From an optimization exercise on the open Yosys and OpenROAD flow, aimed at small area, a short achievable clock period and few clock cycles per item; shortcuts taken in it are not production practice. Where RTL was checked, it was by simulation tests only, not by an equivalence proof against the original. Power figures rest on the tool's default switching activity, not on a simulated workload.

== the baseline ==
Design riscv_div, start of the top module:
module riscv_div (
    input  logic        clk,
    input  logic        rst_n,
    input  logic        in_valid,
    input  logic [31:0] op_a,       
    input  logic [31:0] op_b,       
    input  logic [1:0]  opcode,     
    input  logic        out_ready,
    output logic        out_valid,
    output logic [31:0] result
  );
For scale: about 1300 cells after synthesis, about 110 flip-flops, about 100 I/O pins.
Settings: LEC_CHECK=0, CAP_MARGIN=20, CORE_MARGIN=2, CORE_UTILIZATION=40, PLACE_DENSITY=0.6, SETUP_SLACK_MARGIN=1.5, SLEW_MARGIN=20; clock period 6.0 ns.
standard.sh (not shown) runs the stock make flow with config.mk's settings and CLKGATE_MAP_FILE= SYNTH_SCRIPT=/design/flow/synth_recipe.tcl, a recipe that flattens the netlist after the stock synthesis.
==> flow/flow/run.sh <==
#!/bin/bash
# Standard layout, with the port buffers made from the smallest buffer cell
# instead of the one buffer_ports picks by default.
set -e
export BUFFER_PORTS_ARGS="-buffer_cell sky130_fd_sc_hd__buf_1"
bash standard.sh > standard.log 2>&1
For the candidate, these inputs were changed with respect to the baseline:
--- a/flow/design.v
+++ b/flow/design.v
@@ -6,17 +6,18 @@
     input  logic [31:0] op_b,
     input  logic [1:0]  opcode,    
     input  logic        out_ready,
     output logic        out_valid,
     output logic [31:0] result
   );
   logic st_idle, st_algn, st_step, st_fix, st_done;
   logic [31:0] A, B, Q;
-  logic [4:0]  cnt;
+  logic [4:0]  cnt, lzb_r;
+  logic [5:0]  lza_r;
   logic        neg_res, cin, sel_a, n_neg, rem_op;
   function automatic logic [5:0] lzc32(input logic [31:0] x);
     logic [15:0] v0; logic [15:0] c0;
     logic [7:0] v1; logic [1:0] c1 [8];
     logic [3:0] v2; logic [2:0] c2 [4];
     logic [1:0] v3; logic [3:0] c3 [2];
     logic v4; logic [4:0] c4;
     for (int i = 0; i < 16; i++) begin
@@ -46,46 +47,36 @@
   logic [4:0]  algn;
   assign in_an  = opcode[0] & op_a[31];
   assign in_bn  = opcode[0] & op_b[31];
   assign in_bz  = (op_b == 32'd0);
   assign in_bx  = op_b ^ {32{in_bn}};    
   assign in_as  = in_an ? {~op_a[30:0], 1'b1} : op_a;
   assign in_lza = lzc32(in_as);
   assign in_lzb = lzc32({in_bx[31:1], 1'b1});
-  logic [5:0] cp_g [4], cp_p [4];
-  logic [5:0] cp_c;
-  always_comb begin : p_cmp
-    cp_g[0] = in_lzb & ~in_lza;
-    cp_p[0] = in_lzb ^ ~in_lza;
-    for (int l = 0; l < 3; l++)
-      for (int k = 0; k < 6; k++)
-        if (k >= (1 << l)) begin
-          cp_g[l+1][k] = cp_g[l][k] | (cp_p[l][k] & cp_g[l][k - (1 << l)]);
-          cp_p[l+1][k] = cp_p[l][k] & cp_p[l][k - (1 << l)];
-        end else begin
-          cp_g[l+1][k] = cp_g[l][k];
-          cp_p[l+1][k] = cp_p[l][k];
-        end
-    cp_c[0] = 1'b1;
-    for (int k = 1; k < 6; k++) cp_c[k] = cp_g[3][k-1] | cp_p[3][k-1];
-  end
-  assign algn   = cp_p[0][4:0] ^ cp_c[4:0];
-  assign quick  = in_bz | ~(cp_g[3][5] | cp_p[3][5]);
+  logic [31:0] m_r [6];
+  logic [31:0] m_b;
+  always_comb begin : p_msk
+    for (int k = 0; k < 32; k++) m_r[0][k] = (k == 31) ? 1'b1 : in_bx[31 - k];
+    for (int l = 0; l < 5; l++)
+      for (int k = 0; k < 32; k++)
+        m_r[l+1][k] = ((k >> l) & 1) ? (m_r[l][k] | m_r[l][((k >> l) << l) - 1]) : m_r[l][k];
+    for (int k = 0; k < 32; k++) m_b[k] = m_r[5][31 - k];
+  end
+  assign quick  = in_bz | ((in_as & ~{1'b0, m_b[31:1]}) == 32'd0);
+  assign algn   = lzb_r - lza_r[4:0];
   logic [31:0] n_in, n_out, n_c;
-  logic [7:0]  n_g;
+  logic [31:0] n_p [6];
   assign n_in = sel_a ? A : Q;
   always_comb begin : p_neg
-    for (int g = 0; g < 8; g++) n_g[g] = |n_in[4*g+3 -: 4];
-    for (int k = 0; k < 32; k++) begin
-      n_c[k] = 1'b0;
-      for (int g = 0; g < k/4; g++) n_c[k] = n_c[k] | n_g[g];
-      for (int j = (k/4)*4; j < k; j++) n_c[k] = n_c[k] | n_in[j];
-      n_c[k] = n_c[k] & n_neg;
-    end
+    n_p[0] = {n_in[30:0], 1'b0};
+    for (int l = 0; l < 5; l++)
+      for (int k = 0; k < 32; k++)
+        n_p[l+1][k] = ((k >> l) & 1) ? (n_p[l][k] | n_p[l][((k >> l) << l) - 1]) : n_p[l][k];
+    n_c = n_p[5] & {32{n_neg}};
   end
   assign n_out = n_in ^ n_c;
   logic [31:0] sum;
   logic        qbit, last;
   wire [31:0] ad_g = A & B;
   wire [31:0] ad_p = A ^ B;
   wire ad_bg0_1 = ad_g[1] | (ad_p[1] & ad_g[0]);
   wire ad_bp0_1 = ad_p[1] & ad_p[0];
@@ -206,40 +197,42 @@
       st_fix  <= st_step & last & neg_res;
       st_done <= (st_idle & in_valid & quick) | (st_step & last & ~neg_res) | st_fix | (st_done & ~out_ready);
     end
   end
   always_ff @(posedge clk) begin
     if (st_idle) begin
       A       <= op_a;
       Q       <= {32{in_bz}};
-      cnt     <= algn;
+      lza_r   <= in_lza;
+      lzb_r   <= in_lzb[4:0];
       neg_res <= opcode[0] & (opcode[1] ? in_an : (in_an ^ in_bn) & ~in_bz);
       cin     <= ~in_bn;
       rem_op  <= opcode[1];
       sel_a   <= opcode[1] | ~quick;
       n_neg   <= in_an;
     end else if (st_algn) begin
       A       <= n_out;
+      cnt     <= algn;
       sel_a   <= rem_op;
       n_neg   <= neg_res;
     end else if (st_step) begin
       if (qbit) A <= sum;
       Q   <= {Q[30:0], qbit};
       cnt <= cnt - 5'd1;
     end else if (st_fix) begin
       A     <= n_out;
       sel_a <= 1'b1;
     end
   end
   always_ff @(posedge clk) begin
     if (st_idle)
       B <= ~in_bx;
     else if (st_algn)
-      B <= (B << cnt) | ({32{cin}} & ~({32{1'b1}} << cnt));
+      B <= (B << algn) | ({32{cin}} & ~({32{1'b1}} << algn));
     else
       B <= {1'b1, B[31:1]};
   end
   assign result    = n_in;
   assign out_valid = st_done;
 endmodule
 module riscv_div (
     input  logic        clk,
[summary]
Changes observed in the candidate relative to the baseline: final wirelength now larger, fraction of the mapped netlist area in adder cells now smaller. Going from the baseline to the candidate, area used by multi-input combinational logic increased 180 sq um; slew at the pin with the worst max-slew slack decreased 0.055 ns; critical path depth decreased 1. The candidate vs. the baseline: simple-gate share of the synthesized area +0.88 points; largest net degree at the start of global routing higher; synthesized cell area +about 6%. For the final design instance area without fill, the candidate came in about 4% higher than the baseline did. Timing endpoint of the critical path: div_i.sel_a -> the baseline, div_i.A[28] -> the candidate. The share of total power in the clock network of the candidate is higher than that of the baseline.
Testbench counts of the candidate, summed over its fixed seeds: cycles 27,127, items 3,200.
Function not checked in the baseline: the RTL went through the layout flow alone.

The RTL this note starts from:
==> flow/design.v <==
module riscv_alu_div (
    input  logic        clk,
    input  logic        rst_n,
    input  logic        in_valid,
    input  logic [31:0] op_a,
    input  logic [31:0] op_b,
    input  logic [1:0]  opcode,    
    input  logic        out_ready,
    output logic        out_valid,
    output logic [31:0] result
  );
  logic st_idle, st_algn, st_step, st_done;
  logic [31:0] A, B, Q;
  logic [4:0]  cnt;
  logic        neg_res, cin, sel_a, n_inv, n_inc, a_inc;
  function automatic logic [5:0] lzc32(input logic [31:0] x);
    logic [15:0] v0; logic [15:0] c0;
    logic [7:0] v1; logic [1:0] c1 [8];
    logic [3:0] v2; logic [2:0] c2 [4];
    logic [1:0] v3; logic [3:0] c3 [2];
    logic v4; logic [4:0] c4;
    for (int i = 0; i < 16; i++) begin
      v0[i] = x[2*i+1] | x[2*i];
      c0[i] = ~x[2*i+1];
    end
    for (int i = 0; i < 8; i++) begin
      v1[i] = v0[2*i+1] | v0[2*i];
      c1[i] = v0[2*i+1] ? {1'b0, c0[2*i+1]} : {1'b1, c0[2*i]};
    end
    for (int i = 0; i < 4; i++) begin
      v2[i] = v1[2*i+1] | v1[2*i];
      c2[i] = v1[2*i+1] ? {1'b0, c1[2*i+1]} : {1'b1, c1[2*i]};
    end
    for (int i = 0; i < 2; i++) begin
      v3[i] = v2[2*i+1] | v2[2*i];
      c3[i] = v2[2*i+1] ? {1'b0, c2[2*i+1]} : {1'b1, c2[2*i]};
    end
    v4 = v3[1] | v3[0];
    c4 = v3[1] ? {1'b0, c3[1]} : {1'b1, c3[0]};
    lzc32 = {~v4, c4 & {5{v4}}};
  endfunction
  logic        in_an, in_bn, in_bz, quick;
  logic [31:0] in_ax, in_bx;
  logic [5:0]  in_lza, in_lzb;
  logic [6:0]  algn;
  assign in_an  = opcode[0] & op_a[31];
  assign in_bn  = opcode[0] & op_b[31];
  assign in_bz  = (op_b == 32'd0);
  assign in_ax  = op_a ^ {32{in_an}};    
  assign in_bx  = op_b ^ {32{in_bn}};    
  assign in_lza = lzc32(in_ax);
  assign in_lzb = lzc32({in_bx[31:1], 1'b1});
  assign algn   = {1'b0, in_lzb} - {1'b0, in_lza} + {6'b0, in_an};
  assign quick  = in_bz | algn[6];
  logic [31:0] n_in, n_out;
  assign n_in  = sel_a ? A : Q;
  logic [31:0] n_x, n_c;
  logic [31:0] n_p [6];
  assign n_x = n_in ^ {32{n_inv}};
  always_comb begin : p_inc
    n_p[0] = {n_x[30:0], n_inc};
    for (int l = 0; l < 5; l++)
      for (int k = 0; k < 32; k++)
        n_p[l+1][k] = ((k >> l) & 1) ? (n_p[l][k] & n_p[l][((k >> l) << l) - 1]) : n_p[l][k];
    n_c = n_p[5];
  end
  assign n_out = n_x ^ n_c;
  logic [31:0] sum;
  logic        qbit, last;
  wire [31:0] ad_g = A & B;
  wire [31:0] ad_p = A ^ B;
  wire ad_bg0_1 = ad_g[1] | (ad_p[1] & ad_g[0]);
  wire ad_bp0_1 = ad_p[1] & ad_p[0];
  wire ad_bg1_3 = ad_g[3] | (ad_p[3] & ad_g[2]);
  wire ad_bp1_3 = ad_p[3] & ad_p[2];
  wire ad_bg2_5 = ad_g[5] | (ad_p[5] & ad_g[4]);
  wire ad_bp2_5 = ad_p[5] & ad_p[4];
  wire ad_bg3_7 = ad_g[7] | (ad_p[7] & ad_g[6]);
  wire ad_bp3_7 = ad_p[7] & ad_p[6];
  wire ad_bg4_9 = ad_g[9] | (ad_p[9] & ad_g[8]);
  wire ad_bp4_9 = ad_p[9] & ad_p[8];
  wire ad_bg5_11 = ad_g[11] | (ad_p[11] & ad_g[10]);
  wire ad_bp5_11 = ad_p[11] & ad_p[10];
  wire ad_bg6_13 = ad_g[13] | (ad_p[13] & ad_g[12]);
  wire ad_bp6_13 = ad_p[13] & ad_p[12];
  wire ad_bg7_15 = ad_g[15] | (ad_p[15] & ad_g[14]);
  wire ad_bp7_15 = ad_p[15] & ad_p[14];
  wire ad_bg8_17 = ad_g[17] | (ad_p[17] & ad_g[16]);
  wire ad_bp8_17 = ad_p[17] & ad_p[16];
  wire ad_bg9_19 = ad_g[19] | (ad_p[19] & ad_g[18]);
  wire ad_bp9_19 = ad_p[19] & ad_p[18];
  wire ad_bg10_21 = ad_g[21] | (ad_p[21] & ad_g[20]);
  wire ad_bp10_21 = ad_p[21] & ad_p[20];
  wire ad_bg11_23 = ad_g[23] | (ad_p[23] & ad_g[22]);
  wire ad_bp11_23 = ad_p[23] & ad_p[22];
  wire ad_bg12_25 = ad_g[25] | (ad_p[25] & ad_g[24]);
  wire ad_bp12_25 = ad_p[25] & ad_p[24];
  wire ad_bg13_27 = ad_g[27] | (ad_p[27] & ad_g[26]);
  wire ad_bp13_27 = ad_p[27] & ad_p[26];
  wire ad_bg14_29 = ad_g[29] | (ad_p[29] & ad_g[28]);
  wire ad_bp14_29 = ad_p[29] & ad_p[28];
  wire ad_bg15_31 = ad_g[31] | (ad_p[31] & ad_g[30]);
  wire ad_bp15_31 = ad_p[31] & ad_p[30];
  wire adxg0 = ad_bg0_1 | (ad_bp0_1 & cin);
  wire adxp0 = ad_bp0_1 & 1'b0;
  wire adxg1 = ad_bg2_5 | (ad_bp2_5 & ad_bg1_3);
  wire adxp1 = ad_bp2_5 & ad_bp1_3;
  wire adxg2 = ad_bg4_9 | (ad_bp4_9 & ad_bg3_7);
  wire adxp2 = ad_bp4_9 & ad_bp3_7;
  wire adxg3 = ad_bg6_13 | (ad_bp6_13 & ad_bg5_11);
  wire adxp3 = ad_bp6_13 & ad_bp5_11;
  wire adxg4 = ad_bg8_17 | (ad_bp8_17 & ad_bg7_15);
  wire adxp4 = ad_bp8_17 & ad_bp7_15;
  wire adxg5 = ad_bg10_21 | (ad_bp10_21 & ad_bg9_19);
  wire adxp5 = ad_bp10_21 & ad_bp9_19;
  wire adxg6 = ad_bg12_25 | (ad_bp12_25 & ad_bg11_23);
  wire adxp6 = ad_bp12_25 & ad_bp11_23;
  wire adxg7 = ad_bg14_29 | (ad_bp14_29 & ad_bg13_27);
  wire adxp7 = ad_bp14_29 & ad_bp13_27;
  wire adxg8 = adxg1 | (adxp1 & adxg0);
  wire adxp8 = adxp1 & adxp0;
  wire adxg9 = adxg3 | (adxp3 & adxg2);
  wire adxp9 = adxp3 & adxp2;
  wire adxg10 = adxg5 | (adxp5 & adxg4);
  wire adxp10 = adxp5 & adxp4;
  wire adxg11 = adxg7 | (adxp7 & adxg6);
  wire adxp11 = adxp7 & adxp6;
  wire adxg12 = adxg9 | (adxp9 & adxg8);
  wire adxp12 = adxp9 & adxp8;
  wire adxg13 = adxg11 | (adxp11 & adxg10);
  wire adxp13 = adxp11 & adxp10;
  wire adxg14 = adxg13 | (adxp13 & adxg12);
  wire adxp14 = adxp13 & adxp12;
  wire adxg15 = adxg10 | (adxp10 & adxg12);
  wire adxp15 = adxp10 & adxp12;
  wire adxg16 = adxg2 | (adxp2 & adxg8);
  wire adxp16 = adxp2 & adxp8;
  wire adxg17 = adxg4 | (adxp4 & adxg12);
  wire adxp17 = adxp4 & adxp12;
  wire adxg18 = adxg6 | (adxp6 & adxg15);
  wire adxp18 = adxp6 & adxp15;
  wire adxg19 = ad_bg1_3 | (ad_bp1_3 & adxg0);
  wire adxp19 = ad_bp1_3 & adxp0;
  wire adxg20 = ad_bg3_7 | (ad_bp3_7 & adxg8);
  wire adxp20 = ad_bp3_7 & adxp8;
  wire adxg21 = ad_bg5_11 | (ad_bp5_11 & adxg16);
  wire adxp21 = ad_bp5_11 & adxp16;
  wire adxg22 = ad_bg7_15 | (ad_bp7_15 & adxg12);
  wire adxp22 = ad_bp7_15 & adxp12;
  wire adxg23 = ad_bg9_19 | (ad_bp9_19 & adxg17);
  wire adxp23 = ad_bp9_19 & adxp17;
  wire adxg24 = ad_bg11_23 | (ad_bp11_23 & adxg15);
  wire adxp24 = ad_bp11_23 & adxp15;
  wire adxg25 = ad_bg13_27 | (ad_bp13_27 & adxg18);
  wire adxp25 = ad_bp13_27 & adxp18;
  wire adxg26 = ad_bg15_31 | (ad_bp15_31 & adxg14);
  wire adxp26 = ad_bp15_31 & adxp14;
  wire ad_c1 = ad_g[0] | (ad_p[0] & cin);
  wire ad_c3 = ad_g[2] | (ad_p[2] & adxg0);
  wire ad_c5 = ad_g[4] | (ad_p[4] & adxg19);
  wire ad_c7 = ad_g[6] | (ad_p[6] & adxg8);
  wire ad_c9 = ad_g[8] | (ad_p[8] & adxg20);
  wire ad_c11 = ad_g[10] | (ad_p[10] & adxg16);
  wire ad_c13 = ad_g[12] | (ad_p[12] & adxg21);
  wire ad_c15 = ad_g[14] | (ad_p[14] & adxg12);
  wire ad_c17 = ad_g[16] | (ad_p[16] & adxg22);
  wire ad_c19 = ad_g[18] | (ad_p[18] & adxg17);
  wire ad_c21 = ad_g[20] | (ad_p[20] & adxg23);
  wire ad_c23 = ad_g[22] | (ad_p[22] & adxg15);
  wire ad_c25 = ad_g[24] | (ad_p[24] & adxg24);
  wire ad_c27 = ad_g[26] | (ad_p[26] & adxg18);
  wire ad_c29 = ad_g[28] | (ad_p[28] & adxg25);
  wire ad_c31 = ad_g[30] | (ad_p[30] & adxg14);
  assign sum = {ad_p[31] ^ ad_c31, ad_p[30] ^ adxg14, ad_p[29] ^ ad_c29, ad_p[28] ^ adxg25, ad_p[27] ^ ad_c27, ad_p[26] ^ adxg18, ad_p[25] ^ ad_c25, ad_p[24] ^ adxg24, ad_p[23] ^ ad_c23, ad_p[22] ^ adxg15, ad_p[21] ^ ad_c21, ad_p[20] ^ adxg23, ad_p[19] ^ ad_c19, ad_p[18] ^ adxg17, ad_p[17] ^ ad_c17, ad_p[16] ^ adxg22, ad_p[15] ^ ad_c15, ad_p[14] ^ adxg12, ad_p[13] ^ ad_c13, ad_p[12] ^ adxg21, ad_p[11] ^ ad_c11, ad_p[10] ^ adxg16, ad_p[9] ^ ad_c9, ad_p[8] ^ adxg20, ad_p[7] ^ ad_c7, ad_p[6] ^ adxg8, ad_p[5] ^ ad_c5, ad_p[4] ^ adxg19, ad_p[3] ^ ad_c3, ad_p[2] ^ adxg0, ad_p[1] ^ ad_c1, ad_p[0] ^ cin};
  assign qbit = adxg26;
  assign last = (cnt == 5'd0);
  always_ff @(posedge clk or negedge rst_n) begin
    if (!rst_n) begin
      st_idle <= 1'b1;
      st_algn <= 1'b0;
      st_step <= 1'b0;
      st_done <= 1'b0;
    end else begin
      st_idle <= (st_idle & ~in_valid) | (st_done & out_ready);
      st_algn <= st_idle & in_valid & ~quick;
      st_step <= st_algn | (st_step & ~last);
      st_done <= (st_idle & in_valid & quick) | (st_step & last) | (st_done & ~out_ready);
    end
  end
  always_ff @(posedge clk) begin
    if (st_idle) begin
      A       <= in_ax;
      B       <= ~in_bx;
      Q       <= {32{in_bz}};
      cnt     <= algn[4:0];
      neg_res <= opcode[0] & (opcode[1] ? in_an : (in_an ^ in_bn) & ~in_bz);
      cin     <= ~in_bn;
      sel_a   <= opcode[1] | ~quick;
      n_inv   <= quick & opcode[1] & in_an;
      n_inc   <= ~quick & in_an;
      a_inc   <= opcode[1];
    end else if (st_algn) begin
      A       <= n_out;
      B       <= (B << cnt) | ({32{cin}} & ~({32{1'b1}} << cnt));
      sel_a   <= a_inc;
      n_inv   <= neg_res;
      n_inc   <= neg_res;
    end else if (st_step) begin
      if (qbit) A <= sum;
      B   <= {1'b1, B[31:1]};
      Q   <= {Q[30:0], qbit};
      cnt <= cnt - 5'd1;
    end
  end
  assign result    = n_out;
  assign out_valid = st_done;
endmodule
module riscv_div (
    input  logic        clk,
    input  logic        rst_n,
    input  logic        in_valid,
    input  logic [31:0] op_a,       
    input  logic [31:0] op_b,       
    input  logic [1:0]  opcode,     
    input  logic        out_ready,
    output logic        out_valid,
    output logic [31:0] result
  );
  riscv_alu_div div_i (
    .clk       ( clk       ),
    .rst_n     ( rst_n     ),
    .in_valid  ( in_valid  ),
    .op_a      ( op_a      ),
    .op_b      ( op_b      ),
    .opcode    ( opcode    ),
    .out_ready ( out_ready ),
    .out_valid ( out_valid ),
    .result    ( result    )
  );
endmodule
clock: 6.0 ns
lec_check: 0
cap_margin: 20
core_margin: 2
core_utilization: 40
place_density: 0.6
setup_slack_margin: 2.0
slew_margin: 20
run.sh (not shown) runs the stock make flow with config.mk's settings and CLKGATE_MAP_FILE= SYNTH_SCRIPT=/design/flow/synth_recipe.tcl, a recipe that flattens the netlist after the stock synthesis.
Stock flow here: none of the scripts above is used.
Next try:
--- a/flow/design.v
+++ b/flow/design.v
@@ -6,16 +6,16 @@
     input  logic [31:0] op_b,
     input  logic [1:0]  opcode,    
     input  logic        out_ready,
     output logic        out_valid,
     output logic [31:0] result
   );
-  logic st_idle, st_algn, st_step, st_done;
+  logic st_idle, st_algn, st_step, st_fix, st_done;
   logic [31:0] A, B, Q;
   logic [4:0]  cnt;
-  logic        neg_res, cin, sel_a, n_inv, n_inc, a_inc;
+  logic        neg_res, cin, sel_a, sel_o, n_inv, n_inc, a_inc, q_fix;
   function automatic logic [5:0] lzc32(input logic [31:0] x);
     logic [15:0] v0; logic [15:0] c0;
     logic [7:0] v1; logic [1:0] c1 [8];
     logic [3:0] v2; logic [2:0] c2 [4];
     logic [1:0] v3; logic [3:0] c3 [2];
     logic v4; logic [4:0] c4;
@@ -37,12 +37,13 @@
     end
     v4 = v3[1] | v3[0];
     c4 = v3[1] ? {1'b0, c3[1]} : {1'b1, c3[0]};
     lzc32 = {~v4, c4 & {5{v4}}};
   endfunction
   logic        in_an, in_bn, in_bz, quick;
+  assign q_fix = opcode[1] & in_an;
   logic [31:0] in_ax, in_bx;
   logic [5:0]  in_lza, in_lzb;
   logic [6:0]  algn;
   assign in_an  = opcode[0] & op_a[31];
   assign in_bn  = opcode[0] & op_b[31];
   assign in_bz  = (op_b == 32'd0);
@@ -52,20 +53,21 @@
   assign in_lzb = lzc32({in_bx[31:1], 1'b1});
   assign algn   = {1'b0, in_lzb} - {1'b0, in_lza} + {6'b0, in_an};
   assign quick  = in_bz | algn[6];
   logic [31:0] n_in, n_out;
   assign n_in  = sel_a ? A : Q;
   logic [31:0] n_x, n_c;
-  logic [31:0] n_p [6];
+  logic [7:0]  n_g;
   assign n_x = n_in ^ {32{n_inv}};
   always_comb begin : p_inc
-    n_p[0] = {n_x[30:0], n_inc};
-    for (int l = 0; l < 5; l++)
-      for (int k = 0; k < 32; k++)
-        n_p[l+1][k] = ((k >> l) & 1) ? (n_p[l][k] & n_p[l][((k >> l) << l) - 1]) : n_p[l][k];
-    n_c = n_p[5];
+    for (int g = 0; g < 8; g++) n_g[g] = &n_x[4*g+3 -: 4];
+    for (int k = 0; k < 32; k++) begin
+      n_c[k] = n_inc;
+      for (int g = 0; g < k/4; g++) n_c[k] = n_c[k] & n_g[g];
+      for (int j = (k/4)*4; j < k; j++) n_c[k] = n_c[k] & n_x[j];
+    end
   end
   assign n_out = n_x ^ n_c;
   logic [31:0] sum;
   logic        qbit, last;
   wire [31:0] ad_g = A & B;
   wire [31:0] ad_p = A ^ B;
@@ -176,46 +178,57 @@
   assign last = (cnt == 5'd0);
   always_ff @(posedge clk or negedge rst_n) begin
     if (!rst_n) begin
       st_idle <= 1'b1;
       st_algn <= 1'b0;
       st_step <= 1'b0;
+      st_fix  <= 1'b0;
       st_done <= 1'b0;
     end else begin
       st_idle <= (st_idle & ~in_valid) | (st_done & out_ready);
       st_algn <= st_idle & in_valid & ~quick;
       st_step <= st_algn | (st_step & ~last);
-      st_done <= (st_idle & in_valid & quick) | (st_step & last) | (st_done & ~out_ready);
+      st_fix  <= (st_idle & in_valid & quick & q_fix) | (st_step & last & neg_res);
+      st_done <= (st_idle & in_valid & quick & ~q_fix) | (st_step & last & ~neg_res) | st_fix | (st_done & ~out_ready);
     end
   end
   always_ff @(posedge clk) begin
     if (st_idle) begin
       A       <= in_ax;
-      B       <= ~in_bx;
       Q       <= {32{in_bz}};
       cnt     <= algn[4:0];
       neg_res <= opcode[0] & (opcode[1] ? in_an : (in_an ^ in_bn) & ~in_bz);
       cin     <= ~in_bn;
-      sel_a   <= opcode[1] | ~quick;
-      n_inv   <= quick & opcode[1] & in_an;
+      sel_a   <= 1'b1;
+      n_inv   <= quick;
       n_inc   <= ~quick & in_an;
+      sel_o   <= opcode[1];
       a_inc   <= opcode[1];
     end else if (st_algn) begin
       A       <= n_out;
-      B       <= (B << cnt) | ({32{cin}} & ~({32{1'b1}} << cnt));
       sel_a   <= a_inc;
       n_inv   <= neg_res;
       n_inc   <= neg_res;
     end else if (st_step) begin
       if (qbit) A <= sum;
-      B   <= {1'b1, B[31:1]};
       Q   <= {Q[30:0], qbit};
       cnt <= cnt - 5'd1;
-    end
-  end
-  assign result    = n_out;
+    end else if (st_fix) begin
+      Q     <= n_out;
+      sel_o <= 1'b0;
+    end
+  end
+  always_ff @(posedge clk) begin
+    if (st_idle)
+      B <= ~in_bx;
+    else if (st_algn)
+      B <= (B << cnt) | ({32{cin}} & ~({32{1'b1}} << cnt));
+    else
+      B <= {1'b1, B[31:1]};
+  end
+  assign result    = sel_o ? A : Q;
   assign out_valid = st_done;
 endmodule
 module riscv_div (
     input  logic        clk,
     input  logic        rst_n,
     input  logic        in_valid,
After rerunning: Area after synthesis barely changes. Total power climbs by 2.5%. Synthesized cell count drops by 0.35%. Clock-buffer cell count climbs by 9. Via count drops by 1.2%.
Testbench counts after the change, summed over its fixed seeds: cycles 27,308, items 3,200.
Function not checked in the first run of this note: the RTL went through the layout flow alone.

==> what the ideal ports hide <==
The flow's constraints put no driver on any port. The routed layouts listed below were extracted and timed again, unchanged, in two steps. Step 1: set_driving_cell puts a clkbuf_16 on clk and a buf_2 on each other input, an assumption about the parent block. Step 2 adds t to the input delays and takes it off the output delays; t is the mean of the earliest and latest rising clock arrival at the registers after step 1. Input paths then give back, and output paths get back, about the clock's delay inside the block. a / b / c = ideal / step 1 / step 2; a / b = the first two.
run | shift t [ns] | setup slack, ns | worst setup path after step 2 | worst register clock-pin slew, ns | worst data-port slew with drivers (ns)
the baseline | 0.417 | 1.515 / 1.534 / 1.117 | input to register | 0.08 / 0.08 | 0.05
the candidate | 0.486 | 1.962 / 1.962 / 1.623 | input to register | 0.07 / 0.07 | 0.05
the first run of note 2 | 0.422 | 1.509 / 1.463 / 1.174 | input to register | 0.10 / 0.10 | 0.06
the second run of note 2 | 0.484 | 1.925 / 1.946 / 1.462 | input to register | 0.07 / 0.07 | 0.04
After both steps every run listed still meets setup and hold. For the second run of note 2, which loses most, drivers alone change the setup slack by +0.021 ns; drivers and shift together by -0.463 ns.
